From an optimization exercise on the open Yosys and OpenROAD flow, aimed at small area; shortcuts taken in it are not production practice.
Only simulation tests tie the RTL to the original design; equivalence was not proved.
No activity file was given, so power comes from the tool's default toggle rates.

<file path="flow/abc_area.script">
strash
&get -n
&deepsyn -J 50 -T 120
&dch -f
&nf -p -R 1000 -F 8 -C 32
&put
</file>
<file path="flow/run.sh">
#!/bin/bash
# Own layout flow: the standard layout (standard.sh) with three changes:
#  - synthesis maps the logic with a stronger area script for ABC
#    (flow/abc_area.script) in place of ORFS's abc_area.script;
#  - synthesis leaves half/full adders to ABC instead of extracting them
#    into fixed adder cells first;
#  - the port buffers are the smallest buffer, sky130_fd_sc_hd__buf_1.
# Registers, their names and cells come from the standard synthesis; the
# rest of the layout is the standard flow. Each tool's full output is in
# orfs/logs/ and the whole run's output in flow_run.log.
set -euo pipefail
W=$(pwd)
cat > "$W/own_synth.tcl" <<EOT
proc abc {args} {
  set i [lsearch -exact \$args -script]
  if {\$i >= 0} { lset args [expr {\$i + 1}] {$W/flow/abc_area.script} }
  yosys abc {*}\$args
}
proc extract_fa {args} {}
source {$W/synth_recipe.tcl}
EOT
bash "$W/standard.sh" SYNTH_SCRIPT="$W/own_synth.tcl" \
  BUFFER_PORTS_ARGS="-buffer_cell sky130_fd_sc_hd__buf_1" finish > "$W/flow_run.log" 2>&1
</file>
<file path="design.v">
`timescale 1ns / 1ps
module divFreq(clk, rst, clk_out, tick);
input clk;
input rst;
output reg clk_out;
output tick;
parameter freq = 100000000;
parameter freq_out = 30;
localparam max_count = freq/(2*freq_out);
reg [$clog2(max_count+1)-1:0] count;
assign tick = (count == max_count) && !clk_out;
always @(posedge clk) begin
	if (rst) begin
		count <= 0;
		clk_out <= 1'b0;
	end else if (count == max_count) begin
		clk_out <= ~clk_out;
		count <= 0;
	end else
		count <= count + 1'b1;
end
endmodule
`timescale 1ns / 1ps
module rom_module(clk, rst, data, enable, sel, selec);
input clk;
input rst;
input [1:0] sel;
input selec;
output [8:0] data;
output enable;
wire tick;
divFreq #(.freq(240), .freq_out(30)) d1(clk, rst, enable, tick);
reg started;
always @(posedge clk)
	if (rst) started <= 1'b0;
	else if (tick) started <= 1'b1;
reg [5:0] aA;
reg [4:0] cA;
wire zA = (cA == 5'd0);
always @(posedge clk) begin
	if (rst) begin
		aA <= 6'd0; cA <= 5'd0;
	end else if (tick) begin
		if (zA) begin
			if (aA == 6'd46) aA <= 6'd0;
			else cA <= 5'd1;
		end else if (cA == 5'd30) begin
			aA <= aA - 6'd16; cA <= 5'd0;
		end else begin
			aA <= aA + 1'b1; cA <= {cA[3:0], ~(cA[4] ^ cA[2])};
		end
	end
end
reg [5:0] aB;
reg [4:0] cB;
wire zB = (cB == 5'd0);
always @(posedge clk) begin
	if (rst) begin
		aB <= 6'd0; cB <= 5'd0;
	end else if (tick) begin
		if (zB) begin
			if (aB == 6'd40) aB <= 6'd0;
			else cB <= 5'd1;
		end else if (cB == 5'd30) begin
			aB <= aB - 6'd16; cB <= 5'd0;
		end else begin
			aB <= aB + 1'b1; cB <= {cB[3:0], ~(cB[4] ^ cB[2])};
		end
	end
end
wire nB = (sel == 2'b01);
wire [5:0] ma = nB ? aB : aA;
wire mz = nB ? zB : zA;
wire m0 = (ma == 6'd0);
reg [8:0] mq;
always @* begin
	case (ma)
		6'd0: mq = 9'h038;
		6'd1: mq = 9'h00E;
		6'd2: mq = 9'h001;
		6'd3: mq = 9'h120;
		6'd4: mq = 9'h120;
		6'd5: mq = 9'h120;
		6'd6: mq = 9'h120;
		6'd7: mq = 9'h120;
		6'd8: mq = 9'h120;
		6'd9: mq = 9'h120;
		6'd10: mq = 9'h120;
		6'd11: mq = 9'h150;
		6'd12: mq = 9'h172;
		6'd13: mq = 9'h169;
		6'd14: mq = 9'h16D;
		6'd15: mq = 9'h165;
		6'd16: mq = 9'h172;
		6'd17: mq = 9'h16F;
		6'd18: mq = 9'h120;
		6'd19: mq = 9'h153;
		6'd20: mq = 9'h165;
		6'd21: mq = 9'h167;
		6'd22: mq = 9'h175;
		6'd23: mq = 9'h16E;
		6'd24: mq = 9'h164;
		6'd25: mq = 9'h16F;
		6'd26: mq = 9'h120;
		6'd27: mq = 9'h154;
		6'd28: mq = 9'h165;
		6'd29: mq = 9'h172;
		6'd30: mq = 9'h163;
		6'd31: mq = 9'h165;
		6'd32: mq = 9'h172;
		6'd33: mq = 9'h16F;
		6'd34: mq = 9'h120;
		6'd35: mq = 9'h123;
		6'd36: mq = 9'h123;
		6'd37: mq = 9'h123;
		6'd38: mq = 9'h123;
		6'd39: mq = nB ? 9'h123 : 9'h120;
		6'd40: mq = 9'h120;
		6'd41: mq = 9'h120;
		6'd42: mq = 9'h120;
		6'd43: mq = 9'h120;
		6'd44: mq = 9'h120;
		6'd45: mq = 9'h120;
		6'd46: mq = 9'h120;
		6'd47: mq = nB ? 9'h120 : 9'h000;
		default: mq = 9'h000;
	endcase
end
wire [8:0] mword = mz ? (m0 ? 9'h120 : 9'h001) : mq;
reg [4:0] f1, f2, f3;
always @(posedge clk) begin
	if (rst) begin
		f1 <= 5'd0; f2 <= 5'd0; f3 <= 5'd0;
	end else if (tick) begin
		f1 <= (f1 == 5'd27) ? 5'd0 : {f1[3:0], ~(f1[4] ^ f1[2])};
		f2 <= (f2 == 5'd30) ? 5'd0 : {f2[3:0], ~(f2[4] ^ f2[2])};
		f3 <= (f3 == 5'd23) ? 5'd0 : {f3[3:0], ~(f3[4] ^ f3[2])};
	end
end
wire [4:0] fc = (sel == 2'b00) ? f1 : (sel == 2'b01) ? f2 : f3;
reg [8:0] fq;
always @* begin
	case (fc)
		5'd0: fq = 9'h001;
		5'd1: fq = 9'h038;
		5'd3: fq = 9'h00E;
		5'd7: fq = 9'h001;
		5'd14: fq = 9'h141;
		5'd28: fq = 9'h172;
		5'd25: fq = 9'h172;
		5'd18: fq = 9'h169;
		5'd4: fq = 9'h162;
		5'd8: fq = 9'h161;
		5'd17: fq = 9'h120;
		5'd2: fq = 9'h0C0;
		5'd5: fq = 9'h141;
		5'd10: fq = 9'h162;
		5'd21: fq = 9'h161;
		5'd11: fq = 9'h16A;
		5'd23: fq = 9'h16F;
		5'd15: fq = 9'h120;
		5'd30: fq = 9'h123;
		5'd29: fq = 9'h123;
		5'd27: fq = 9'h123;
		default: fq = 9'h000;
	endcase
end
assign data = started ? (selec ? fq : mword) : 9'h000;
endmodule
</file>
<file path="standard.sh">
#!/bin/bash
# synth_recipe.tcl (not shown) runs the flow's synth.tcl, then flattens the netlist and writes it again
# the make line also repeats each setting of config.mk as NAME=value (left out here)
make -C /OpenROAD-flow-scripts/flow DESIGN_CONFIG=/design/flow/config.mk WORK_HOME=/design/flow/orfs CLKGATE_MAP_FILE= SYNTH_SCRIPT=/design/flow/synth_recipe.tcl "${@:-finish}"
</file>
<file path="config.mk">
export PLATFORM = sky130hd
export DESIGN_NAME = rom_module
export DESIGN_NICKNAME = rom_module
export VERILOG_FILES = /design/flow/design.v
export SDC_FILE = /design/flow/constraint.sdc
export NUM_CORES = 4
export LEC_CHECK = 0
export ABC_AREA = 1
export CAP_MARGIN = 20
export CORE_MARGIN = 2
export CORE_UTILIZATION = 40
export SLEW_MARGIN = 20
</file>
<file path="constraint.sdc">
create_clock -name core_clock -period 8.0 [get_ports {clk}]
set_input_delay 1.6000 -clock core_clock [delete_from_list [all_inputs] [get_ports {clk}]]
set_output_delay 1.6000 -clock core_clock [all_outputs]
set_load 0.01 [all_outputs]
</file>
==> results of run 1 <==
-- final cells by class --
class,instances,area [sq um],share of cell area
inverters,7,26.3,0.0104
clock buffers,6,82.6,0.0326
flip-flops and latches,42,841,0.332
clock inverters,1,30.0,0.0119
repair buffers,17,75.1,0.0296
multi-input cells,233,1390,0.548
well taps,72,90.1,0.0356
-- registers in the layout, indices dropped and copies added (netlist names) --
register / flops
aA: 6
aB: 6
cA: 5
cB: 5
d1.clk_out: 1
d1.count: 3
f1: 5
f2: 5
f3: 5
started: 1
-- power breakdown --
part	leakage [nW]	total [mW]	internal (mW)	switching, mW
registers	0.339	0.244	0.227	0.0169
logic	0.507	0.101	0.0373	0.0642
clock network	0.0573	0.170	0.0998	0.0698
-- worst max-delay path by stage --
stage | start | endpoint | cells past startpoint
2_1_floorplan | sel[0] | data[3] | 11
3_3_place_gp | sel[1] | data[0] | 15
3_5_place_dp | sel[1] | data[0] | 15
6_report | sel[1] | data[0] | 15
4_1_cts | sel[1] | data[0] | 15
5_1_grt | sel[1] | data[0] | 15
-- placed cells by master, fill, tap and decap left out, types with 4 or more instances in the layout --
cell      synthesis  layout
a211oi_1          6       6
a21oi_1          20      20
a22o_1           22      22
a31oi_1           5       5
buf_1             0      14
clkbuf_8          0       6
clkinv_1          7       7
dfxtp_1          42      42
mux2i_1           5       5
nand2_1          26      26
nand2b_1          5       5
nand3_1           9       9
nor2_1           41      41
nor2b_1           5       5
nor3_1           16      16
nor4_1            4       4
o21ai_0          15      15
or2_0             5       5
xnor2_1           4       4
-- worst reg2reg max path, cell delays in order (launching register included) --
cell	delay, ps
dfxtp_1	340
nor2_1	140
nand2_1	90
or2_0	310
nor2_1	210
and3_1	240
nor2b_1	240
nand2_1	140
a21oi_1	190
xnor2_1	130
nor2_1	50
-- routing by layer --
metal	global-route usage	routed length [um]
met5	0	0
met4	0.0310	37
met3	0.0420	251
met2	0.295	2420
met1	0.252	2660
-- logic make-up (layout without fill, tap and decap cells) --
group                  after synthesis  in the layout  share of synthesized area
multiplexers                         6              6                     0.0272
XOR/XNOR                             7              7                     0.0272
AND/OR/NAND/NOR                    127            127                      0.272
flip-flops                          42             42                      0.373
buffers and inverters                7             31                     0.0117
AO/OA/AOI/OAI                       93             93                      0.289
-- through the flow --
stage          std cells  setup WS [ps]  cell area [sq um]  utilization
2_1_floorplan        282           1940               2250            -
3_3_place_gp         371           1710               2420        0.442
3_5_place_dp         371           1660               2420        0.442
4_1_cts              378           1640               2530        0.463
5_1_grt              378           1170               2530        0.463
6_report             378           1590               2530        0.463
==> flow_metrics.env, run 1 <==
export IMPL_setup_violations_final=0
export IMPL_worst_pin_slew_ps=904
export IMPL_cp_max_fo=16
export IMPL_syn_nets=287
export IMPL_clock_sinks=42
export IMPL_first_iter_violations=119
export IMPL_drv_cap=0
export IMPL_insertion_delay_ps=290
export IMPL_finalHoldViolCount=0
export IMPL_arrival_ps=4810
export IMPL_reg2reg_depth=10
export IMPL_final_antenna_net_count=0
export IMPL_critPathSlowestCell="o21ai_0"
export IMPL_die_width_um=79.1
export IMPL_syn2layout_area_growth_pct=12.3
export IMPL_synth_cell_types=46
export IMPL_hold_class="flip-flop to flip-flop"
export IMPL_rows=27
export IMPL_viasPerCell=5.74
export IMPL_critPathBufInv=3
export IMPL_initial_core_util=0.412
export IMPL_status="no timing/DRC/antenna violations"
export IMPL_gp_congestion=0.890
export IMPL_portBuffers=14
export IMPL_firstDrtPassIters=5
export IMPL_timing_hold_ws_ps=462
export IMPL_cts_resized=0
export IMPL_io_pins=15
export IMPL_antenna_found_initial=0
export IMPL_crit_required_ps=6400
export IMPL_numCtsBuffers=5
export IMPL_finalClockSkew_ps=2.80
export IMPL_track_usage=0.182
export IMPL_synth_seq_cells=42
export IMPL_finalSetupTns_ps=0
export IMPL_syn_cell_area_sq_um=2250
export IMPL_drive_gt1_frac=0.0327
export IMPL_yosys_area_top_type="dfxtp_1"
export IMPL_yosys_top_cells_count="42 x dfxtp_1, 41 x nor2_1, 26 x nand2_1, 22 x a22o_1, 20 x a21oi_1"
export IMPL_grt_overflow_total=0
export IMPL_holdPathEnd="d1.count[0]$_SDFF_PP0_"
export IMPL_post_cts_buffers=0
export IMPL_wl_um=5370
export IMPL_num_antenna_cells=0
export IMPL_synth_edff_count=0
export IMPL_r2r_start="d1.count[0]$_SDFF_PP0_"
export IMPL_routedWlPerCell_um=14.2
export IMPL_rsz0062_at_grt="false"
export IMPL_fillerInstances=581
export IMPL_path_clk_slew_ps=80
export IMPL_slew_violations=0
export IMPL_post_dp_hpwl_um=3990
export IMPL_holdBufCountCts=0
export IMPL_cp_end_kind="primary output"
export IMPL_yosysWarnings=2
export IMPL_finalCritPeriodShare=0.801
export IMPL_path_class="input port to primary output"
export IMPL_final_nets=311
export IMPL_cts_tree="done"
export IMPL_design_core_area_sq_um=5470
export IMPL_timing_rr_end="aA[5]$_SDFFE_PP0P_"
export IMPL_synth_flop_cell="dfxtp_1"
export IMPL_cp_start_kind="input port"
export IMPL_cts_htree_levels=2
export IMPL_synth_area_per_cell_sq_um=8.00
export IMPL_die_h_um=79.1
export IMPL_drcViolationCount=0
export IMPL_syn_inst=282
export IMPL_vias=2171
export IMPL_clock_root_buffer="clkbuf_8"
export IMPL_rrSetupSlack_ps=5810
export IMPL_ir_worst_vdd_mv=0.135
export IMPL_finalCriticalPeriod_ps=6410
export IMPL_grt_max_degree=19
export IMPL_grt_pass1_wl_um=9200
export IMPL_leakagePower_nw=0.903
export IMPL_yosysSeqAreaShare=0.373
export IMPL_cts_buffer_depth=2
export IMPL_slew_headroom=0.391
export IMPL_synth_area_leaders="dfxtp_1 37%, a22o_1 8.5%, nor2_1 6.8%, a21oi_1 4.4%, nand2_1 4.3%"
export IMPL_power_mw=0.515
export IMPL_power_density_nw_per_um2=204
export IMPL_grt_pass1_vias=1981
export IMPL_hold_depth=1
export IMPL_async_reset_ff_frac=0
export IMPL_yosysTopAreaCellShare=0.373
export IMPL_path_cells="buf_1 -> nor2b_1 -> buf_4 -> o21ai_0 -> nand2_1 -> a21oi_1 -> a311o_1 -> nor4_1 -> a211oi_1 -> o211a_1 -> nand2b_1 -> nor2_1 -> nor4_1 -> a21oi_1 -> buf_1"
export IMPL_critical_path_top_delay_family="compound AO/OA/AOI/OAI gates"
export IMPL_hp_start="d1.count[0]$_SDFF_PP0_"
export IMPL_yosys_cell_count_top_type="dfxtp_1"
export IMPL_cpPeakStageDelay_ps=720
export IMPL_fmax_mhz=156
export IMPL_die_area_sq_um=6250
==> inputs of run 2 (changes only) <==
--- a/config.mk
+++ b/config.mk
@@ -10,3 +10,4 @@
 export CORE_MARGIN = 2
 export CORE_UTILIZATION = 40
+export CTS_BUF_LIST = sky130_fd_sc_hd__clkbuf_4
 export SLEW_MARGIN = 20
==> run 2 against run 1 <==
  * Still clean on timing, DRC and antenna
  * Via count hardly changed
  * Combinational power about the same
  * Non-clock buffer count unchanged
  * Utilization decreased by 0.75 points
  * Setup slack better by 20 ps
  * Clock-buffer cell count fell by 1
  * Synthesized area unchanged
==> flow_metrics.env, run 2 <==
export IMPL_crit_required_ps=6400
export IMPL_post_dp_hpwl_um=3990
export IMPL_power_density_nw_per_um2=191
export IMPL_cts_resized=0
export IMPL_fin_ws_ps=1610
export IMPL_fmax_mhz=156
export IMPL_cts_tree="done"
export IMPL_cp_end_kind="primary output"
export IMPL_cts_htree_levels=2
export IMPL_path_class="input port to primary output"
export IMPL_first_iter_violations=106
export IMPL_final_nets=311
export IMPL_drv_cap=0
export IMPL_insertion_delay_ps=340
export IMPL_power_mw=0.475
export IMPL_clock_sinks=42
export IMPL_syn_inst=282
export IMPL_antenna_found_initial=0
export IMPL_synth_flop_cell="dfxtp_1"
export IMPL_largestRegisters="aA (6), aB (6)"
export IMPL_syn_cell_area_sq_um=2250
export IMPL_track_usage=0.180
export IMPL_firstDrtPassIters=5
export IMPL_num_antenna_cells=0
export IMPL_path_clk_slew_ps=120
export IMPL_yosys_area_top_type="dfxtp_1"
export IMPL_yosysWarnings=2
export IMPL_initial_core_util=0.412
export IMPL_grt_pass1_vias=1975
export IMPL_finalHoldViolCount=0
export IMPL_yosysTopAreaCellShare=0.373
export IMPL_viasPerCell=5.75
export IMPL_final_cell_mix="42 x dfxtp_1, 41 x nor2_1, 26 x nand2_1"
export IMPL_grt_max_degree=19
export IMPL_vias=2172
export IMPL_slew_headroom=0.403
export IMPL_numCtsBuffers=5
export IMPL_rows=27
export IMPL_syn2layout_area_growth_pct=10.5
export IMPL_clock_root_buffer="clkbuf_4"
export IMPL_syn_nets=287
export IMPL_placed_area_sq_um=2420
export IMPL_design_core_area_sq_um=5470
export IMPL_finalCritPeriodShare=0.799
export IMPL_gp_congestion=0.890
export IMPL_cp_start_kind="input port"
export IMPL_wl_um=5370
export IMPL_synth_edff_count=0
export IMPL_final_area_sq_um=2490
export IMPL_slew_violations=0
export IMPL_stdcell_count=378
export IMPL_dpl_cell_count=371
export IMPL_grt_overflow_total=0
export IMPL_hold_class="flip-flop to flip-flop"
export IMPL_cp_max_fo=16
export IMPL_cts_buffer_depth=2
export IMPL_ir_worst_vdd_mv=0.128
export IMPL_setup_violations_final=0
export IMPL_worst_pin_slew_ps=886
export IMPL_final_util=0.455
export IMPL_synth_cell_types=46
export IMPL_finalCriticalPeriod_ps=6390
export IMPL_routedWlPerCell_um=14.2
export IMPL_timing_hold_ws_ps=473
export IMPL_arrival_ps=4790
export IMPL_drive_gt1_frac=0.0294
export IMPL_drcViolationCount=0
export IMPL_die_h_um=79.1
export IMPL_finalClockSkew_ps=9.11
export IMPL_status="no timing/DRC/antenna violations"
export IMPL_yosys_cell_count_top_type="dfxtp_1"
export IMPL_die_area_sq_um=6250
export IMPL_synth_area_per_cell_sq_um=8.00
export IMPL_post_cts_buffers=0
export IMPL_die_width_um=79.1
export IMPL_post_place_ws_ps=1660
export IMPL_rsz0062_at_grt="false"
export IMPL_io_pins=15
export IMPL_async_reset_ff_frac=0
export IMPL_grt_pass1_wl_um=9110
export IMPL_synth_area_leaders="dfxtp_1 37%, a22o_1 8.5%, nor2_1 6.8%, a21oi_1 4.4%, nand2_1 4.3%"
export IMPL_yosys_top_cells_count="42 x dfxtp_1, 41 x nor2_1, 26 x nand2_1, 22 x a22o_1, 20 x a21oi_1"
export IMPL_holdBufCountCts=0
export IMPL_portBuffers=14
export IMPL_leakagePower_nw=0.885
export IMPL_final_common_cell="dfxtp_1"
export IMPL_yosysSeqAreaShare=0.373
export IMPL_finalSetupTns_ps=0
export IMPL_final_antenna_net_count=0
export IMPL_synth_seq_cells=42
## run 2: cell counts after synthesis
Identical to the previous run, type by type.
## run 2: kinds of logic after synthesis
kind of cell	share of synthesized area
AOI/OAI and AO/OA	0.289
xor gates and xnor gates	0.0272
buffers and inverters	0.0117
DFF	0.373
muxes	0.0272
and+or+nand+nor	0.272
## run 2: layout make-up
class / instances / area, sq um
clock buffer: 5 / 37.5
inverter: 7 / 26.3
tap: 72 / 90.1
sequential: 42 / 841
clock inverter: 2 / 33.8
timing repair buffer: 17 / 75.1
fill: 592 / 2980
multi-input combinational: 233 / 1390
## run 2: final timing paths
kind,endpoint,slack [ps],cells past startpoint,start
max reg2reg,aA[5]$_SDFFE_PP0P_,5800,10,d1.count[0]$_SDFF_PP0_
min,d1.count[0]$_SDFF_PP0_,470,1,d1.count[0]$_SDFF_PP0_
max,data[0],1610,15,sel[1]
min reg2reg,d1.count[0]$_SDFF_PP0_,470,1,d1.count[0]$_SDFF_PP0_
## run 2: critical path, cell delays in order
cell and delay, ps:
buf_1 230, nor2b_1 80, buf_4 200, o21ai_0 710, nand2_1 270, a21oi_1 200
a311o_1 200, nor4_1 80, a211oi_1 320, o211a_1 220, nand2b_1 120, nor2_1 50
nor4_1 260, a21oi_1 80, buf_1 140
## run 2: routing by layer
| metal | global-route usage | up-vias | part of all wire |
|---|---|---|---|
| li1 | - | 1110 | - |
| met2 | 0.296 | 43 | 0.46 |
| met5 | 0 | - | 0 |
| met4 | 0.0414 | 0 | 0 |
| met3 | 0.0318 | 0 | 0.038 |
| met1 | 0.247 | 1019 | 0.50 |
## run 2: where the power goes
part / internal, mW / total (mW) / switching [mW]
logic: 0.0373 / 0.102 / 0.0643
registers: 0.228 / 0.244 / 0.0169
clock network: 0.0633 / 0.129 / 0.0657
==> inputs of run 3 (changes only) <==
--- a/flow/run.sh
+++ b/flow/run.sh
@@ -5,5 +5,6 @@
 #  - synthesis leaves half/full adders to ABC instead of extracting them
 #    into fixed adder cells first;
-#  - the port buffers are the smallest buffer, sky130_fd_sc_hd__buf_1.
+#  - the port buffers are the smallest buffer, sky130_fd_sc_hd__buf_1;
+#  - clock tree synthesis adds no dummy loads to balance the tree.
 # Registers, their names and cells come from the standard synthesis; the
 # rest of the layout is the standard flow. Each tool's full output is in
@@ -21,3 +22,4 @@
 EOT
 bash "$W/standard.sh" SYNTH_SCRIPT="$W/own_synth.tcl" \
-  BUFFER_PORTS_ARGS="-buffer_cell sky130_fd_sc_hd__buf_1" finish > "$W/flow_run.log" 2>&1
+  BUFFER_PORTS_ARGS="-buffer_cell sky130_fd_sc_hd__buf_1" \
+  CTS_ARGS="-sink_clustering_enable -repair_clock_nets -dont_use_dummy_load" finish > "$W/flow_run.log" 2>&1
--- a/config.mk
+++ b/config.mk
@@ -10,4 +10,3 @@
 export CORE_MARGIN = 2
 export CORE_UTILIZATION = 40
-export CTS_BUF_LIST = sky130_fd_sc_hd__clkbuf_4
 export SLEW_MARGIN = 20
==> run 3 against run 2 <==
  * Still clean
  * Clock skew rose by 1.3 ps
  * Flip-flop and latch count did not move
  * Global-route usage rose by 0.096 points
  * Sequential share of layout area barely moved
  * Critical path type unchanged
  * Largest cell class unchanged
==> flow_metrics.env, run 3 <==
export IMPL_status="no timing/DRC/antenna violations"
export IMPL_cts_htree_levels=2
export IMPL_yosys_area_top_type="dfxtp_1"
export IMPL_synth_xor_area_share=0.0272
export IMPL_grt_pass1_vias=1978
export IMPL_die_h_um=79.1
export IMPL_rsz0062_at_grt="false"
export IMPL_yosys_top_cells_count="42 x dfxtp_1, 41 x nor2_1, 26 x nand2_1, 22 x a22o_1, 20 x a21oi_1"
export IMPL_critPathSlowestCell="o21ai_0"
export IMPL_async_reset_ff_frac=0
export IMPL_grt_pass1_wl_um=9150
export IMPL_routedWlPerCell_um=14.3
export IMPL_synthAdderAreaFrac=0
export IMPL_finalClockSkew_ps=10.4
export IMPL_vias=2169
export IMPL_path_clk_slew_ps=70
export IMPL_fin_ws_ps=1600
export IMPL_finalCriticalPeriod_ps=6400
export IMPL_synth_flop_cell="dfxtp_1"
export IMPL_io_pins=15
export IMPL_path_cells="buf_1 -> nor2b_1 -> buf_4 -> o21ai_0 -> nand2_1 -> a21oi_1 -> a311o_1 -> nor4_1 -> a211oi_1 -> o211a_1 -> nand2b_1 -> nor2_1 -> nor4_1 -> a21oi_1 -> buf_1"
export IMPL_drive_gt1_frac=0.0263
export IMPL_synth_seq_cells=42
export IMPL_slew_headroom=0.396
export IMPL_post_cts_buffers=0
export IMPL_die_width_um=79.1
export IMPL_cts_tree="done"
export IMPL_fmax_mhz=156
export IMPL_grt_max_degree=19
export IMPL_yosys_cell_count_top_type="dfxtp_1"
export IMPL_synth_cell_types=46
export IMPL_syn_nets=287
export IMPL_synth_area_leaders="dfxtp_1 37%, a22o_1 8.5%, nor2_1 6.8%, a21oi_1 4.4%, nand2_1 4.3%"
export IMPL_slew_violations=0
export IMPL_first_iter_violations=115
export IMPL_setup_violations_final=0
export IMPL_holdBufCountCts=0
export IMPL_syn2layout_area_growth_pct=10.4
export IMPL_finalCritPeriodShare=0.800
export IMPL_leakagePower_nw=0.882
export IMPL_yosysTopAreaCellShare=0.373
export IMPL_power_density_nw_per_um2=187
export IMPL_fillerInstances=588
export IMPL_syn_inst=282
export IMPL_antenna_found_initial=0
export IMPL_yosysSeqAreaShare=0.373
export IMPL_synth_compound_area_frac=0.289
export IMPL_cts_resized=0
export IMPL_final_nets=311
export IMPL_cpPeakStageDelay_ps=720
export IMPL_synth_area_per_cell_sq_um=8.00
export IMPL_cp_max_fo=16
export IMPL_insertion_delay_ps=290
export IMPL_ir_worst_vdd_mv=0.132
export IMPL_critical_path_top_delay_family="compound AO/OA/AOI/OAI gates"
export IMPL_clock_sinks=42
export IMPL_post_dp_hpwl_um=3990
export IMPL_finalSetupTns_ps=0
export IMPL_track_usage=0.181
export IMPL_num_antenna_cells=0
export IMPL_final_area_sq_um=2490
export IMPL_clock_root_buffer="clkbuf_8"
export IMPL_grt_overflow_total=0
export IMPL_yosysWarnings=2
export IMPL_worst_pin_slew_ps=897
export IMPL_power_mw=0.466
export IMPL_die_area_sq_um=6250
export IMPL_firstDrtPassIters=4
export IMPL_final_cell_mix="42 x dfxtp_1, 41 x nor2_1, 26 x nand2_1"
export IMPL_numCtsBuffers=5
export IMPL_critPathBufInv=3
export IMPL_cts_buffer_depth=2
export IMPL_cp_end_kind="primary output"
export IMPL_design_core_area_sq_um=5470
export IMPL_initial_core_util=0.412
export IMPL_path_class="input port to primary output"
export IMPL_synth_top_family_by_area="compound AO/OA/AOI/OAI gates"
export IMPL_stdcell_count=376
export IMPL_largestRegisters="aA (6), aB (6)"
export IMPL_arrival_ps=4800
export IMPL_post_place_ws_ps=1660
export IMPL_drv_cap=0
export IMPL_crit_required_ps=6400
export IMPL_finalHoldViolCount=0
export IMPL_synth_mux_area_fraction=0.0272
export IMPL_portBuffers=14
export IMPL_drcViolationCount=0
export IMPL_dpl_cell_count=371
export IMPL_cp_start_kind="input port"
export IMPL_gp_congestion=0.890
export IMPL_synth_edff_count=0
export IMPL_synth_simple_area_share=0.272
export IMPL_rows=27
export IMPL_final_antenna_net_count=0
export IMPL_placed_area_sq_um=2420
export IMPL_syn_cell_area_sq_um=2250
export IMPL_wl_um=5370
export IMPL_final_common_cell="dfxtp_1"
export IMPL_hold_class="flip-flop to flip-flop"
export IMPL_viasPerCell=5.77
==> run 3: cell counts after synthesis <==
Identical to the previous run, type by type.
==> run 3: stage by stage <==
stage,utilization,hold WS (ps)
after CTS,0.455,469
final,0.455,460
after global routing,0.455,509
after floorplan,-,427
after detailed placement,0.442,451
after global placement,0.442,447
==> run 3: power breakdown <==
part	switching [mW]	total, mW	internal, mW
clock network	0.0645	0.121	0.0563
registers	0.0168	0.244	0.228
logic	0.0640	0.101	0.0373
total	0.145	0.466	0.321
==> run 3: cell type report <==
class | count | area [sq um] | share of cell area
multi-input cells | 233 | 1390 | 0.558
inverters | 7 | 26.3 | 0.0106
well taps | 72 | 90.1 | 0.0362
repair buffers | 17 | 75.1 | 0.0302
flip-flops and latches | 42 | 841 | 0.338
clock buffers | 5 | 68.8 | 0.0277
==> run 3: path summary, 6_finish.rpt <==
kind | start | endpoint | slack [ps] | cells after the start
worst max-delay path | sel[1] | data[0] | 1600 | 15
worst min-delay path | d1.count[0]$_SDFF_PP0_ | d1.count[0]$_SDFF_PP0_ | 460 | 1
worst max register to register | d1.count[0]$_SDFF_PP0_ | aA[5]$_SDFFE_PP0P_ | 5830 | 10
worst min register to register | d1.count[0]$_SDFF_PP0_ | d1.count[0]$_SDFF_PP0_ | 460 | 1
==> run 3: layer usage <==
layer | up-vias | part of all wire | GRT usage
met5 | - | 0 | 0
met4 | 0 | 0.0035 | 0.0310
met2 | 52 | 0.45 | 0.292
met3 | 4 | 0.045 | 0.0420
li1 | 1108 | - | -
met1 | 1005 | 0.50 | 0.251
==> run 3: cells by family after synthesis <==
kind of cell           count (synthesis)
AND/OR/NAND/NOR                      127
AO/OA/AOI/OAI                         93
flip-flops                            42
XOR/XNOR                               7
buffers and inverters                  7
multiplexers                           6
==> run 3: worst register-to-register path, stage by stage (launching register included) <==
cell,delay [ps]
dfxtp_1,330
nor2_1,140
nand2_1,90
or2_0,310
nor2_1,210
and3_1,240
nor2b_1,230
nand2_1,140
a21oi_1,190
xnor2_1,130
nor2_1,50
==> inputs of run 4 (changes only) <==
--- a/config.mk
+++ b/config.mk
@@ -10,3 +10,4 @@
 export CORE_MARGIN = 2
 export CORE_UTILIZATION = 40
+export GPL_TIMING_DRIVEN = 0
 export SLEW_MARGIN = 20
==> run 4 against run 3 <==
  * Hold slack better by 12 ps
  * Wire length is 4.4% lower
  * First-iteration DRC count is 20% lower
  * Largest power group unchanged
  * Non-clock buffer count is 3 lower
  * Final cell count is 0.80% lower
  * Synthesized area stayed put
  * Setup slack worse by 350 ps
  * Maximum frequency is 5.2% lower
  * Critical path type unchanged
  * Largest cell class unchanged
==> flow_metrics.env, run 4 <==
export IMPL_cts_tree="done"
export IMPL_crit_required_ps=6400
export IMPL_die_h_um=79.1
export IMPL_final_area_sq_um=2470
export IMPL_ir_worst_vdd_mv=0.124
export IMPL_rsz0062_at_grt="false"
export IMPL_grt_max_degree=23
export IMPL_io_pins=15
export IMPL_first_iter_violations=92
export IMPL_grt_pass1_wl_um=8840
export IMPL_drive_gt1_frac=0.0233
export IMPL_cp_end_kind="primary output"
export IMPL_design_core_area_sq_um=5470
export IMPL_cts_htree_levels=2
export IMPL_initial_core_util=0.412
export IMPL_die_width_um=79.1
export IMPL_finalSetupTns_ps=0
export IMPL_switching_share=0.315
export IMPL_num_antenna_cells=0
export IMPL_synth_simple_area_share=0.272
export IMPL_syn2layout_area_growth_pct=9.60
export IMPL_finalHoldViolCount=0
export IMPL_post_dp_hpwl_um=3790
export IMPL_yosysTopAreaCellShare=0.373
export IMPL_yosysWarnings=2
export IMPL_insertion_delay_ps=300
export IMPL_leakagePower_nw=0.868
export IMPL_antenna_found_initial=0
export IMPL_viasPerCell=5.76
export IMPL_track_usage=0.174
export IMPL_holdBufCountCts=0
export IMPL_cp_start_kind="input port"
export IMPL_vias=2149
export IMPL_path_class="input port to primary output"
export IMPL_synth_xor_area_share=0.0272
export IMPL_synth_area_per_cell_sq_um=8.00
export IMPL_slew_headroom=0.374
export IMPL_synth_cell_types=46
export IMPL_startpoint="sel[1]"
export IMPL_synth_compound_area_frac=0.289
export IMPL_yosys_cell_count_top_type="dfxtp_1"
export IMPL_syn_cell_area_sq_um=2250
export IMPL_finalCritPeriodShare=0.845
export IMPL_timing_hold_ws_ps=472
export IMPL_synth_seq_cells=42
export IMPL_portBuffers=14
export IMPL_endpoint="data[0]"
export IMPL_post_cts_buffers=0
export IMPL_firstDrtPassIters=5
export IMPL_worst_pin_slew_ps=930
export IMPL_synthAdderAreaFrac=0
export IMPL_wl_um=5130
export IMPL_power_share_clock=0.264
export IMPL_cts_buffer_depth=2
export IMPL_drcViolationCount=0
export IMPL_rows=27
export IMPL_hold_class="flip-flop to flip-flop"
export IMPL_netSwitchingPower_mw=0.146
export IMPL_arrival_ps=5160
export IMPL_largestRegisters="aA (6), aB (6)"
export IMPL_die_area_sq_um=6250
export IMPL_power_frac_seq=0.526
export IMPL_placed_area_sq_um=2400
export IMPL_synth_area_leaders="dfxtp_1 37%, a22o_1 8.5%, nor2_1 6.8%, a21oi_1 4.4%, nand2_1 4.3%"
export IMPL_reg2reg_depth=10
export IMPL_hp_start="d1.count[0]$_SDFF_PP0_"
export IMPL_fmax_mhz=148
export IMPL_numCtsBuffers=5
export IMPL_final_common_cell="dfxtp_1"
export IMPL_setup_violations_final=0
export IMPL_synth_edff_count=0
export IMPL_clock_sinks=42
export IMPL_syn_nets=287
export IMPL_final_cell_mix="42 x dfxtp_1, 40 x nor2_1, 26 x nand2_1"
export IMPL_clock_root_buffer="clkbuf_8"
export IMPL_r2r_start="d1.count[0]$_SDFF_PP0_"
export IMPL_slew_violations=0
export IMPL_grt_pass1_vias=1943
export IMPL_synth_mux_area_fraction=0.0272
export IMPL_fin_ws_ps=1240
export IMPL_routedWlPerCell_um=13.8
export IMPL_status="no timing/DRC/antenna violations"
export IMPL_cp_max_fo=16
export IMPL_synth_top_family_by_area="compound AO/OA/AOI/OAI gates"
export IMPL_async_reset_ff_frac=0
export IMPL_synth_flop_cell="dfxtp_1"
export IMPL_post_place_ws_ps=935
export IMPL_yosys_top_cells_count="42 x dfxtp_1, 41 x nor2_1, 26 x nand2_1, 22 x a22o_1, 20 x a21oi_1"
export IMPL_power_frac_comb=0.210
export IMPL_p_int_mw=0.318
export IMPL_gp_congestion=0.905
export IMPL_fillerInstances=569
export IMPL_yosys_area_top_type="dfxtp_1"
export IMPL_finalCriticalPeriod_ps=6760
export IMPL_final_nets=308
export IMPL_grt_overflow_total=0
export IMPL_rrSetupSlack_ps=5350
export IMPL_cts_resized=0
export IMPL_final_antenna_net_count=0
export IMPL_timing_rr_end="aB[5]$_SDFFE_PP0P_"
export IMPL_finalClockSkew_ps=25.2
export IMPL_syn_inst=282
export IMPL_path_clk_slew_ps=70
export IMPL_drv_cap=0
export IMPL_multi_input_area_sq_um=1390
export IMPL_power_density_nw_per_um2=188
export IMPL_seq_area_sq_um=841
export IMPL_yosysSeqAreaShare=0.373
[run 4: cells by family (layout without fill, tap and decap cells)]
group,count (synthesis),count (layout)
buffers and inverters,7,26
DFF,42,42
AOI/OAI and AO/OA,93,93
muxes,6,6
xor gates and xnor gates,7,7
and+or+nand+nor,127,127
[run 4: final cells by class]
| cell class | count | area share |
|---|---|---|
| multi-input combinational | 233 | 0.564 |
| clock buffer | 5 | 0.0278 |
| inverter | 7 | 0.0106 |
| sequential | 42 | 0.340 |
| timing repair buffer | 14 | 0.0213 |
| tap | 72 | 0.0365 |
[run 4: power groups by stage]
| stage | Sequential, mW | Combinational, mW | Clock, mW |
|---|---|---|---|
| floorplan | 0.246 | 0.0737 | 0 |
| global placement | 0.249 | 0.0965 | 0 |
| finish | 0.245 | 0.0975 | 0.123 |
| global route | 0.247 | 0.112 | 0.135 |
| detailed placement | 0.249 | 0.0976 | 0 |
| CTS | 0.244 | 0.0979 | 0.126 |
[run 4: layer usage]
| layer | global-route usage | vias to the layer above | routed length [um] |
|---|---|---|---|
| met2 | 0.281 | 45 | 2270 |
| li1 | - | 1107 | - |
| met1 | 0.240 | 992 | 2630 |
| met4 | 0.0397 | 0 | 42 |
| met5 | 0 | - | 0 |
| met3 | 0.0330 | 5 | 198 |
[run 4: how the worst min path moves through the flow]
stage | endpoint | cells after the start
final | d1.count[0]$_SDFF_PP0_ | 1
after global routing | d1.count[0]$_SDFF_PP0_ | 1
after CTS | d1.count[0]$_SDFF_PP0_ | 1
after detailed placement | d1.count[0]$_SDFF_PP0_ | 1
after global placement | d1.count[0]$_SDFF_PP0_ | 1
after floorplan | d1.count[0]$_SDFF_PP0_ | 1
[run 4: through the flow]
stage | power [mW] | std cells | utilization
6_report | 0.465 | 373 | 0.452
5_1_grt | 0.494 | 373 | 0.452
4_1_cts | 0.468 | 373 | 0.451
3_5_place_dp | 0.347 | 368 | 0.439
3_3_place_gp | 0.346 | 368 | 0.438
2_1_floorplan | 0.319 | 282 | -
[run 4: critical path, cell delays in order]
cell      delay, ps
buf_1           160
nor2b_2         590
mux2i_1         780
o21ai_0         290
a21oi_1         190
a311o_1         220
nor4_1           80
a211oi_1        340
o211a_1         230
nand2b_1        130
nor2_1           60
nor4_1          280
a21oi_1          80
buf_1           140
==> inputs of run 5 (changes only) <==
--- a/config.mk
+++ b/config.mk
@@ -7,7 +7,7 @@
 export LEC_CHECK = 0
 export ABC_AREA = 1
-export CAP_MARGIN = 20
+export CAP_MARGIN = 0
 export CORE_MARGIN = 2
 export CORE_UTILIZATION = 40
 export GPL_TIMING_DRIVEN = 0
-export SLEW_MARGIN = 20
+export SLEW_MARGIN = 0
==> run 5 against run 4 <==
  * Combinational power increased by 0.4%
  * Cell area is 0.10% lower
  * Synthesized area did not move
  * Clock skew is 2.2 ps higher
  * Maximum frequency shrank 4.3%
  * Hold slack lost 1.2 ps
  * Flip-flop and latch count unchanged
  * Clock power hardly changed
  * Final cell count stayed put
  * Critical path depth is the same
  * Sequential power barely moved
  * Die area unchanged
==> flow_metrics.env, run 5 <==
export IMPL_status="no timing/DRC/antenna violations"
export IMPL_syn_nets=287
export IMPL_grt_pass1_vias=1917
export IMPL_finalClockSkew_ps=27.4
export IMPL_synth_seq_cells=42
export IMPL_die_h_um=79.1
export IMPL_yosysSeqAreaShare=0.373
export IMPL_firstDrtPassIters=5
export IMPL_cp_start_kind="input port"
export IMPL_slew_violations=0
export IMPL_syn2layout_area_growth_pct=9.49
export IMPL_r2r_start="d1.count[0]$_SDFF_PP0_"
export IMPL_first_iter_violations=110
export IMPL_yosysWarnings=2
export IMPL_timing_rr_end="aB[5]$_SDFFE_PP0P_"
export IMPL_final_antenna_net_count=0
export IMPL_finalHoldViolCount=0
export IMPL_power_density_nw_per_um2=189
export IMPL_drv_cap=0
export IMPL_fillerInstances=583
export IMPL_die_width_um=79.1
export IMPL_cts_htree_levels=2
export IMPL_yosys_top_cells_count="42 x dfxtp_1, 41 x nor2_1, 26 x nand2_1, 22 x a22o_1, 20 x a21oi_1"
export IMPL_routedWlPerCell_um=13.9
export IMPL_portBuffers=14
export IMPL_crit_required_ps=6400
export IMPL_cts_buffer_depth=2
export IMPL_cp_end_kind="primary output"
export IMPL_slew_headroom=0.215
export IMPL_multi_input_area_sq_um=1390
export IMPL_reg2reg_depth=10
export IMPL_ir_worst_vdd_mv=0.109
export IMPL_numCtsBuffers=5
export IMPL_fmax_mhz=142
export IMPL_initial_core_util=0.412
export IMPL_insertion_delay_ps=300
export IMPL_holdPathEnd="d1.count[0]$_SDFF_PP0_"
export IMPL_yosysTopAreaCellShare=0.373
export IMPL_wl_um=5200
export IMPL_num_antenna_cells=0
export IMPL_clock_sinks=42
export IMPL_synth_flop_cell="dfxtp_1"
export IMPL_yosys_area_top_type="dfxtp_1"
export IMPL_grt_max_degree=23
export IMPL_rrSetupSlack_ps=5370
export IMPL_synth_edff_count=0
export IMPL_track_usage=0.175
export IMPL_cts_resized=0
export IMPL_async_reset_ff_frac=0
export IMPL_hold_class="flip-flop to flip-flop"
export IMPL_rows=27
export IMPL_cp_max_fo=16
export IMPL_synth_area_leaders="dfxtp_1 37%, a22o_1 8.5%, nor2_1 6.8%, a21oi_1 4.4%, nand2_1 4.3%"
export IMPL_vias=2123
export IMPL_drcViolationCount=0
export IMPL_final_nets=308
export IMPL_finalCritPeriodShare=0.883
export IMPL_final_common_cell="dfxtp_1"
export IMPL_io_pins=15
export IMPL_clock_root_buffer="clkbuf_8"
export IMPL_hp_start="d1.count[0]$_SDFF_PP0_"
export IMPL_antenna_found_initial=0
export IMPL_largestRegisters="aA (6), aB (6)"
export IMPL_viasPerCell=5.69
export IMPL_grt_overflow_total=0
export IMPL_final_cell_mix="42 x dfxtp_1, 40 x nor2_1, 26 x nand2_1"
export IMPL_syn_cell_area_sq_um=2250
export IMPL_synth_cell_types=46
export IMPL_path_class="input port to primary output"
export IMPL_hold_depth=1
export IMPL_setup_violations_final=0
export IMPL_post_dp_hpwl_um=3800
export IMPL_post_cts_buffers=0
export IMPL_synth_area_per_cell_sq_um=8.00
export IMPL_rsz0062_at_grt="false"
export IMPL_drive_gt1_frac=0.0199
export IMPL_yosys_cell_count_top_type="dfxtp_1"
export IMPL_die_area_sq_um=6250
export IMPL_leakagePower_nw=0.867
export IMPL_finalCriticalPeriod_ps=7060
export IMPL_worst_pin_slew_ps=1170
export IMPL_syn_inst=282
export IMPL_holdBufCountCts=0
export IMPL_arrival_ps=5460
export IMPL_cts_tree="done"
export IMPL_fin_ws_ps=936
export IMPL_finalSetupTns_ps=0
export IMPL_design_core_area_sq_um=5470
export IMPL_path_clk_slew_ps=70
export IMPL_grt_pass1_wl_um=8860
export IMPL_seq_area_sq_um=841
export IMPL_gp_congestion=0.905
export IMPL_post_place_ws_ps=947
-- run 5: kinds of logic after synthesis --
| logic type | Yosys count | share of synthesized area |
|---|---|---|
| AND/OR/NAND/NOR | 127 | 0.272 |
| flip-flops | 42 | 0.373 |
| AO/OA/AOI/OAI | 93 | 0.289 |
| buffers and inverters | 7 | 0.0117 |
| XOR/XNOR | 7 | 0.0272 |
| multiplexers | 6 | 0.0272 |
-- run 5: metal layers --
| metal | part of all wire | track usage |
|---|---|---|
| met4 | 0.0096 | 0.0414 |
| met2 | 0.44 | 0.280 |
| met5 | 0 | 0 |
| met3 | 0.036 | 0.0364 |
| met1 | 0.51 | 0.241 |
-- run 5: cell type report --
cell class	instances	area share
Multi-Input combinational cell	233	0.563
Sequential cell	42	0.341
Inverter	7	0.0106
Tap cell	72	0.0365
Timing Repair Buffer	14	0.0213
Clock buffer	5	0.0279
-- run 5: report_power, final --
group	switching (mW)	internal (mW)	leakage, nW
registers	0.0170	0.228	0.339
logic	0.0635	0.0345	0.491
clock network	0.0668	0.0563	0.0359
total	0.147	0.318	0.867
-- run 5: critical path, cell delays in order --
cell and delay (ps):
buf_1 160, nor2b_1 930, mux2i_1 780, o21ai_0 290, a21oi_1 200, a311o_1 210, nor4_1 70, a211oi_1 310
o211a_1 220, nand2b_1 130, nor2_1 60, nor4_1 280, a21oi_1 70, buf_1 140
-- run 5: how the worst max path moves through the flow --
stage               endpoint   start  slack, ps  cells past startpoint
CTS                  data[0]  sel[1]        950                     14
detailed placement   data[0]  sel[1]        950                     14
global route         data[0]  sel[1]        440                     14
floorplan            data[3]  sel[0]       1940                     11
finish               data[0]  sel[1]        940                     14
global placement     data[0]  sel[1]        950                     14
-- run 5: per-stage QoR --
stage               total power [mW]  hold WS, ps  instances  area [sq um]   util
floorplan                      0.319          427        282          2250      -
global placement               0.346          446        368          2400  0.438
detailed placement             0.347          451        368          2400  0.438
CTS                            0.469          467        373          2470  0.451
global route                   0.495          474        373          2470  0.451
finish                         0.466          471        373          2470  0.451
==> inputs of run 6 (changes only) <==
--- a/flow/run.sh
+++ b/flow/run.sh
@@ -23,3 +23,3 @@
 bash "$W/standard.sh" SYNTH_SCRIPT="$W/own_synth.tcl" \
   BUFFER_PORTS_ARGS="-buffer_cell sky130_fd_sc_hd__buf_1" \
-  CTS_ARGS="-sink_clustering_enable -repair_clock_nets -dont_use_dummy_load" finish > "$W/flow_run.log" 2>&1
+  CTS_ARGS="-sink_clustering_enable -repair_clock_nets -dont_use_dummy_load -buf_list sky130_fd_sc_hd__clkbuf_4 -sink_clustering_size 10" finish > "$W/flow_run.log" 2>&1
--- a/config.mk
+++ b/config.mk
@@ -7,7 +7,6 @@
 export LEC_CHECK = 0
 export ABC_AREA = 1
-export CAP_MARGIN = 0
+export CAP_MARGIN = 20
 export CORE_MARGIN = 2
 export CORE_UTILIZATION = 40
-export GPL_TIMING_DRIVEN = 0
-export SLEW_MARGIN = 0
+export SLEW_MARGIN = 20
==> run 6 against run 5 <==
  * Cell area decreased by 0.46%
  * First-iteration DRC count decreased by 16%
  * Clock skew decreased by 9.3 ps
  * Sequential share of layout area increased by 0.16 points
  * Clock power decreased by 26%
  * Die area unchanged
  * Maximum frequency increased by 10%
  * Sequential power about the same
  * Non-clock buffer count increased by 3
  * Combinational power increased by 4%
  * Critical endpoint unchanged
==> flow_metrics.env, run 6 <==
export IMPL_synth_area_per_cell_sq_um=8.00
export IMPL_synth_cell_types=46
export IMPL_power_frac_comb=0.233
export IMPL_timing_hold_ws_ps=469
export IMPL_slew_violations=0
export IMPL_drcViolationCount=0
export IMPL_firstDrtPassIters=6
export IMPL_endpoint="data[0]"
export IMPL_switching_share=0.326
export IMPL_timing_rr_end="aA[5]$_SDFFE_PP0P_"
export IMPL_yosysTopAreaCellShare=0.373
export IMPL_rrSetupSlack_ps=5820
export IMPL_slew_headroom=0.391
export IMPL_final_nets=311
export IMPL_power_share_clock=0.208
export IMPL_power_frac_seq=0.560
export IMPL_cp_max_fo=16
export IMPL_final_common_cell="dfxtp_1"
export IMPL_p_int_mw=0.294
export IMPL_final_antenna_net_count=0
export IMPL_first_iter_violations=92
export IMPL_hold_class="flip-flop to flip-flop"
export IMPL_syn2layout_area_growth_pct=8.99
export IMPL_cp_start_kind="input port"
export IMPL_worst_pin_slew_ps=904
export IMPL_wl_um=5370
export IMPL_grt_overflow_total=0
export IMPL_reg2reg_depth=10
export IMPL_wl_met2_um=2390
export IMPL_status="no timing/DRC/antenna violations"
export IMPL_rows=27
export IMPL_die_h_um=79.1
export IMPL_post_place_ws_ps=1660
export IMPL_grt_max_degree=19
export IMPL_finalHoldViolCount=0
export IMPL_syn_cell_area_sq_um=2250
export IMPL_grt_pass1_vias=1969
export IMPL_viasPerCell=5.79
export IMPL_track_usage=0.180
export IMPL_portBuffers=14
export IMPL_design_core_area_sq_um=5470
export IMPL_vias=2176
export IMPL_topRoutingLayerUsed="met4"
export IMPL_finalCriticalPeriod_ps=6410
export IMPL_die_area_sq_um=6250
export IMPL_yosys_area_top_type="dfxtp_1"
export IMPL_drive_gt1_frac=0.0263
export IMPL_final_cell_mix="42 x dfxtp_1, 41 x nor2_1, 26 x nand2_1"
export IMPL_grt_pass1_wl_um=9100
export IMPL_rsz0062_at_grt="false"
export IMPL_cts_buffer_depth=2
export IMPL_r2r_start="d1.count[0]$_SDFF_PP0_"
export IMPL_crit_required_ps=6400
export IMPL_setup_violations_final=0
export IMPL_hp_start="d1.count[0]$_SDFF_PP0_"
export IMPL_async_reset_ff_frac=0
export IMPL_finalClockSkew_ps=18.1
export IMPL_routed_wl_met3_um=220
export IMPL_holdBufCountCts=0
export IMPL_clock_root_buffer="clkbuf_4"
export IMPL_cts_htree_levels=2
export IMPL_cp_end_kind="primary output"
export IMPL_synth_area_leaders="dfxtp_1 37%, a22o_1 8.5%, nor2_1 6.8%, a21oi_1 4.4%, nand2_1 4.3%"
export IMPL_antenna_found_initial=0
export IMPL_startpoint="sel[1]"
export IMPL_power_density_nw_per_um2=178
export IMPL_final_area_sq_um=2460
export IMPL_io_pins=15
export IMPL_numCtsBuffers=5
export IMPL_path_clk_slew_ps=110
export IMPL_fin_ws_ps=1590
export IMPL_post_dp_hpwl_um=3990
export IMPL_yosysWarnings=2
export IMPL_finalCritPeriodShare=0.801
export IMPL_netSwitchingPower_mw=0.142
export IMPL_routedWlPerCell_um=14.3
export IMPL_ir_worst_vdd_mv=0.121
export IMPL_finalSetupTns_ps=0
export IMPL_yosys_cell_count_top_type="dfxtp_1"
export IMPL_die_width_um=79.1
export IMPL_gp_congestion=0.890
export IMPL_cts_tree="done"
export IMPL_num_antenna_cells=0
export IMPL_clock_sinks=42
export IMPL_post_cts_buffers=0
export IMPL_cts_resized=0
export IMPL_yosys_top_cells_count="42 x dfxtp_1, 41 x nor2_1, 26 x nand2_1, 22 x a22o_1, 20 x a21oi_1"
export IMPL_leakagePower_nw=0.869
export IMPL_fmax_mhz=156
export IMPL_synth_flop_cell="dfxtp_1"
export IMPL_initial_core_util=0.412
export IMPL_arrival_ps=4810
export IMPL_synth_edff_count=0
export IMPL_insertion_delay_ps=340
export IMPL_synth_seq_cells=42
export IMPL_path_class="input port to primary output"
export IMPL_yosysSeqAreaShare=0.373
export IMPL_wl_met1_um=2690
export IMPL_largestRegisters="aA (6), aB (6)"
export IMPL_syn_nets=287
export IMPL_syn_inst=282
export IMPL_placed_area_sq_um=2420
export IMPL_drv_cap=0
run 6: area by class of cell:
| cell class | instances | area, sq um |
|---|---|---|
| timing repair buffer | 17 | 75.1 |
| clock buffer | 5 | 37.5 |
| tap | 72 | 90.1 |
| multi-input combinational | 233 | 1390 |
| sequential | 42 | 841 |
| inverter | 7 | 26.3 |
| fill | 592 | 3020 |
run 6: cells by family after synthesis:
| family | Yosys count | share of synthesized area |
|---|---|---|
| AND/OR/NAND/NOR | 127 | 0.272 |
| AO/OA/AOI/OAI | 93 | 0.289 |
| flip-flops | 42 | 0.373 |
| XOR/XNOR | 7 | 0.0272 |
| buffers and inverters | 7 | 0.0117 |
| multiplexers | 6 | 0.0272 |
run 6: worst min path at each step:
stage                              endpoint  cells past startpoint
finish               d1.count[0]$_SDFF_PP0_                      1
global route        d1.clk_out$_SDFFE_PP0N_                      2
CTS                  d1.count[0]$_SDFF_PP0_                      1
detailed placement   d1.count[0]$_SDFF_PP0_                      1
global placement     d1.count[0]$_SDFF_PP0_                      1
floorplan            d1.count[0]$_SDFF_PP0_                      1
run 6: per-layer routing:
layer | GRT usage | vias up
li1 | - | 1108
met5 | 0 | -
met3 | 0.0284 | 7
met4 | 0.0466 | 0
met1 | 0.248 | 1008
met2 | 0.295 | 53
run 6: power by group through the flow:
stage	clock, mW	sequential [mW]	combinational [mW]
2_1_floorplan	0	0.246	0.0737
3_3_place_gp	0	0.249	0.101
3_5_place_dp	0	0.249	0.102
4_1_cts	0.0959	0.245	0.102
5_1_grt	0.106	0.247	0.116
6_report	0.0906	0.244	0.102
run 6: worst max-delay path, cell delays in order:
cell,delay [ps]
buf_1,240
nor2b_1,80
buf_4,200
o21ai_0,720
nand2_1,270
a21oi_1,210
a311o_1,200
nor4_1,80
a211oi_1,320
o211a_1,220
nand2b_1,120
nor2_1,50
nor4_1,260
a21oi_1,80
buf_1,140
run 6: stage by stage:
step / total power, mW / cells / utilization
floorplan: 0.319 / 282 / -
finish: 0.437 / 376 / 0.449
global route: 0.469 / 376 / 0.449
global placement: 0.350 / 371 / 0.442
detailed placement: 0.351 / 371 / 0.442
CTS: 0.443 / 376 / 0.449
==> inputs of run 7 (changes only) <==
--- a/flow/run.sh
+++ b/flow/run.sh
@@ -23,3 +23,3 @@
 bash "$W/standard.sh" SYNTH_SCRIPT="$W/own_synth.tcl" \
   BUFFER_PORTS_ARGS="-buffer_cell sky130_fd_sc_hd__buf_1" \
-  CTS_ARGS="-sink_clustering_enable -repair_clock_nets -dont_use_dummy_load -buf_list sky130_fd_sc_hd__clkbuf_4 -sink_clustering_size 10" finish > "$W/flow_run.log" 2>&1
+  CTS_ARGS="-sink_clustering_enable -repair_clock_nets -dont_use_dummy_load -buf_list sky130_fd_sc_hd__clkbuf_4 -sink_clustering_size 8" finish > "$W/flow_run.log" 2>&1
==> run 7 against run 6 <==
  * Still clean on timing, DRC and antenna
  * Clock skew unchanged
  * Maximum frequency unchanged
  * First-iteration DRC count unchanged
  * Global-route usage unchanged
  * Critical path type unchanged
  * Highest routed layer unchanged
==> flow_metrics.env, run 7 <==
export IMPL_critical_path_top_delay_family="compound AO/OA/AOI/OAI gates"
export IMPL_finalCriticalPeriod_ps=6410
export IMPL_path_cells="buf_1 -> nor2b_1 -> buf_4 -> o21ai_0 -> nand2_1 -> a21oi_1 -> a311o_1 -> nor4_1 -> a211oi_1 -> o211a_1 -> nand2b_1 -> nor2_1 -> nor4_1 -> a21oi_1 -> buf_1"
export IMPL_synth_area_per_cell_sq_um=8.00
export IMPL_timing_rr_end="aA[5]$_SDFFE_PP0P_"
export IMPL_synth_cell_types=46
export IMPL_async_reset_ff_frac=0
export IMPL_holdBufCountCts=0
export IMPL_portBuffers=14
export IMPL_yosys_area_top_type="dfxtp_1"
export IMPL_rrSetupSlack_ps=5820
export IMPL_yosys_cell_count_top_type="dfxtp_1"
export IMPL_cp_depth=15
export IMPL_hold_class="flip-flop to flip-flop"
export IMPL_syn_inst=282
export IMPL_insertion_delay_ps=340
export IMPL_status="no timing/DRC/antenna violations"
export IMPL_ir_worst_vdd_mv=0.121
export IMPL_syn_nets=287
export IMPL_track_usage=0.180
export IMPL_post_cts_buffers=0
export IMPL_cpPeakStageDelay_ps=720
export IMPL_power_density_nw_per_um2=178
export IMPL_final_util=0.449
export IMPL_grt_pass1_vias=1969
export IMPL_cts_buffer_depth=2
export IMPL_drcViolationCount=0
export IMPL_path_class="input port to primary output"
export IMPL_p_int_mw=0.294
export IMPL_power_frac_seq=0.560
export IMPL_final_cell_mix="42 x dfxtp_1, 41 x nor2_1, 26 x nand2_1"
export IMPL_netSwitchingPower_mw=0.142
export IMPL_yosys_top_cells_count="42 x dfxtp_1, 41 x nor2_1, 26 x nand2_1, 22 x a22o_1, 20 x a21oi_1"
export IMPL_synth_flop_cell="dfxtp_1"
export IMPL_io_pins=15
export IMPL_rsz0062_at_grt="false"
export IMPL_slew_headroom=0.391
export IMPL_startpoint="sel[1]"
export IMPL_placed_area_sq_um=2420
export IMPL_endpoint="data[0]"
export IMPL_clock_root_buffer="clkbuf_4"
export IMPL_largestRegisters="aA (6), aB (6)"
export IMPL_cp_end_kind="primary output"
export IMPL_cts_htree_levels=2
export IMPL_die_width_um=79.1
export IMPL_routedWlPerCell_um=14.3
export IMPL_leakagePower_nw=0.869
export IMPL_worst_pin_slew_ps=904
export IMPL_post_dp_hpwl_um=3990
export IMPL_r2r_start="d1.count[0]$_SDFF_PP0_"
export IMPL_grt_pass1_wl_um=9100
export IMPL_slew_violations=0
export IMPL_fin_ws_ps=1590
export IMPL_grt_max_degree=19
export IMPL_finalSetupTns_ps=0
export IMPL_final_antenna_net_count=0
export IMPL_crit_required_ps=6400
export IMPL_cp_start_kind="input port"
export IMPL_die_area_sq_um=6250
export IMPL_antenna_found_initial=0
export IMPL_grt_overflow_total=0
export IMPL_first_iter_violations=92
export IMPL_firstDrtPassIters=6
export IMPL_design_core_area_sq_um=5470
export IMPL_vias=2176
export IMPL_hp_start="d1.count[0]$_SDFF_PP0_"
export IMPL_finalClockSkew_ps=18.1
export IMPL_setup_violations_final=0
export IMPL_finalCritPeriodShare=0.801
export IMPL_initial_core_util=0.412
export IMPL_yosysWarnings=2
export IMPL_arrival_ps=4810
export IMPL_switching_share=0.326
export IMPL_die_h_um=79.1
export IMPL_drive_gt1_frac=0.0263
export IMPL_syn_cell_area_sq_um=2250
export IMPL_yosysSeqAreaShare=0.373
export IMPL_final_common_cell="dfxtp_1"
export IMPL_finalHoldViolCount=0
export IMPL_path_clk_slew_ps=110
export IMPL_yosysTopAreaCellShare=0.373
export IMPL_rows=27
export IMPL_wl_um=5370
export IMPL_synth_edff_count=0
export IMPL_post_place_ws_ps=1660
export IMPL_num_antenna_cells=0
export IMPL_final_nets=311
export IMPL_cts_resized=0
export IMPL_clock_sinks=42
export IMPL_synth_area_leaders="dfxtp_1 37%, a22o_1 8.5%, nor2_1 6.8%, a21oi_1 4.4%, nand2_1 4.3%"
export IMPL_fmax_mhz=156
export IMPL_cts_tree="done"
export IMPL_power_frac_comb=0.233
export IMPL_numCtsBuffers=5
export IMPL_viasPerCell=5.79
export IMPL_synth_seq_cells=42
export IMPL_critPathBufInv=3
export IMPL_syn2layout_area_growth_pct=8.99
export IMPL_reg2reg_depth=10
export IMPL_cp_max_fo=16
export IMPL_drv_cap=0
export IMPL_gp_congestion=0.890
export IMPL_critPathSlowestCell="o21ai_0"
export IMPL_final_area_sq_um=2460
export IMPL_power_share_clock=0.208
[run 7: worst min-delay path by stage]
| stage | end | slack [ps] | cells after the start |
|---|---|---|---|
| 6_report | d1.count[0]$_SDFF_PP0_ | 470 | 1 |
| 5_1_grt | d1.clk_out$_SDFFE_PP0N_ | 510 | 2 |
| 4_1_cts | d1.count[0]$_SDFF_PP0_ | 480 | 1 |
| 3_5_place_dp | d1.count[0]$_SDFF_PP0_ | 450 | 1 |
| 3_3_place_gp | d1.count[0]$_SDFF_PP0_ | 450 | 1 |
| 2_1_floorplan | d1.count[0]$_SDFF_PP0_ | 430 | 1 |
[run 7: cell type report]
| class | count | area, sq um |
|---|---|---|
| timing repair buffer | 17 | 75.1 |
| clock buffer | 5 | 37.5 |
| multi-input combinational | 233 | 1390 |
| fill | 592 | 3020 |
| inverter | 7 | 26.3 |
| sequential | 42 | 841 |
| tap | 72 | 90.1 |
[run 7: power groups by stage]
stage	registers, mW	logic, mW	clock network, mW
floorplan	0.246	0.0737	0
detailed placement	0.249	0.102	0
global placement	0.249	0.101	0
global route	0.247	0.116	0.106
CTS	0.245	0.102	0.0959
finish	0.244	0.102	0.0906
[run 7: kinds of logic (layout without fill, tap and decap cells)]
group / Yosys count / after routing / synth area share
buf+inv: 7 / 29 / 0.0117
flops: 42 / 42 / 0.373
xor+xnor: 7 / 7 / 0.0272
simple gates: 127 / 127 / 0.272
compound gates: 93 / 93 / 0.289
mux: 6 / 6 / 0.0272
[run 7: layer usage]
| metal | vias to the layer above | track usage | wire, um |
|---|---|---|---|
| met2 | 53 | 0.295 | 2390 |
| met5 | - | 0 | 0 |
| met1 | 1008 | 0.248 | 2690 |
| li1 | 1108 | - | - |
| met3 | 7 | 0.0284 | 220 |
| met4 | 0 | 0.0466 | 60 |
[run 7: metrics by stage]
| stage | cells | total power, mW | hold WS (ps) |
|---|---|---|---|
| after CTS | 376 | 0.443 | 479 |
| after floorplan | 282 | 0.319 | 427 |
| final | 376 | 0.437 | 469 |
| after global routing | 376 | 0.469 | 515 |
| after global placement | 371 | 0.350 | 447 |
| after detailed placement | 371 | 0.351 | 451 |

==> separate check: timing with driven ports <==
The flow's constraints put no driver on any port. The routed layouts listed below were extracted and timed again, unchanged, in two steps. Step 1 (the two cells are an assumption about what drives the block):
set clk [get_ports {clk}]
set_driving_cell -lib_cell sky130_fd_sc_hd__clkbuf_16 $clk
set_driving_cell -lib_cell sky130_fd_sc_hd__buf_2 [delete_from_list [all_inputs] $clk]
Step 2, shift: input delay + t, output delay - t, t = (earliest + latest rising clock arrival at the registers) / 2. This alone moves slack from input paths to output paths. a / b / c = no drivers / after step 1 / after step 2; a / b = the first two.
run	t (ns)	slack for setup (ns)	worst setup path after step 2	worst register clock-pin slew, ns
run 1	0.314	1.589 / 1.565 / 1.565	input to output	0.08 / 0.08
run 2	0.358	1.609 / 1.585 / 1.585	input to output	0.12 / 0.12
run 3	0.306	1.597 / 1.572 / 1.572	input to output	0.08 / 0.08
run 4	0.311	1.243 / 1.223 / 1.223	input to output	0.09 / 0.09
run 5	0.314	0.936 / 0.916 / 0.916	input to output	0.09 / 0.09
run 6	0.357	1.590 / 1.565 / 1.565	input to output	0.12 / 0.12
run 7	0.357	1.590 / 1.565 / 1.565	input to output	0.12 / 0.12
After both steps every run listed still meets setup and hold.
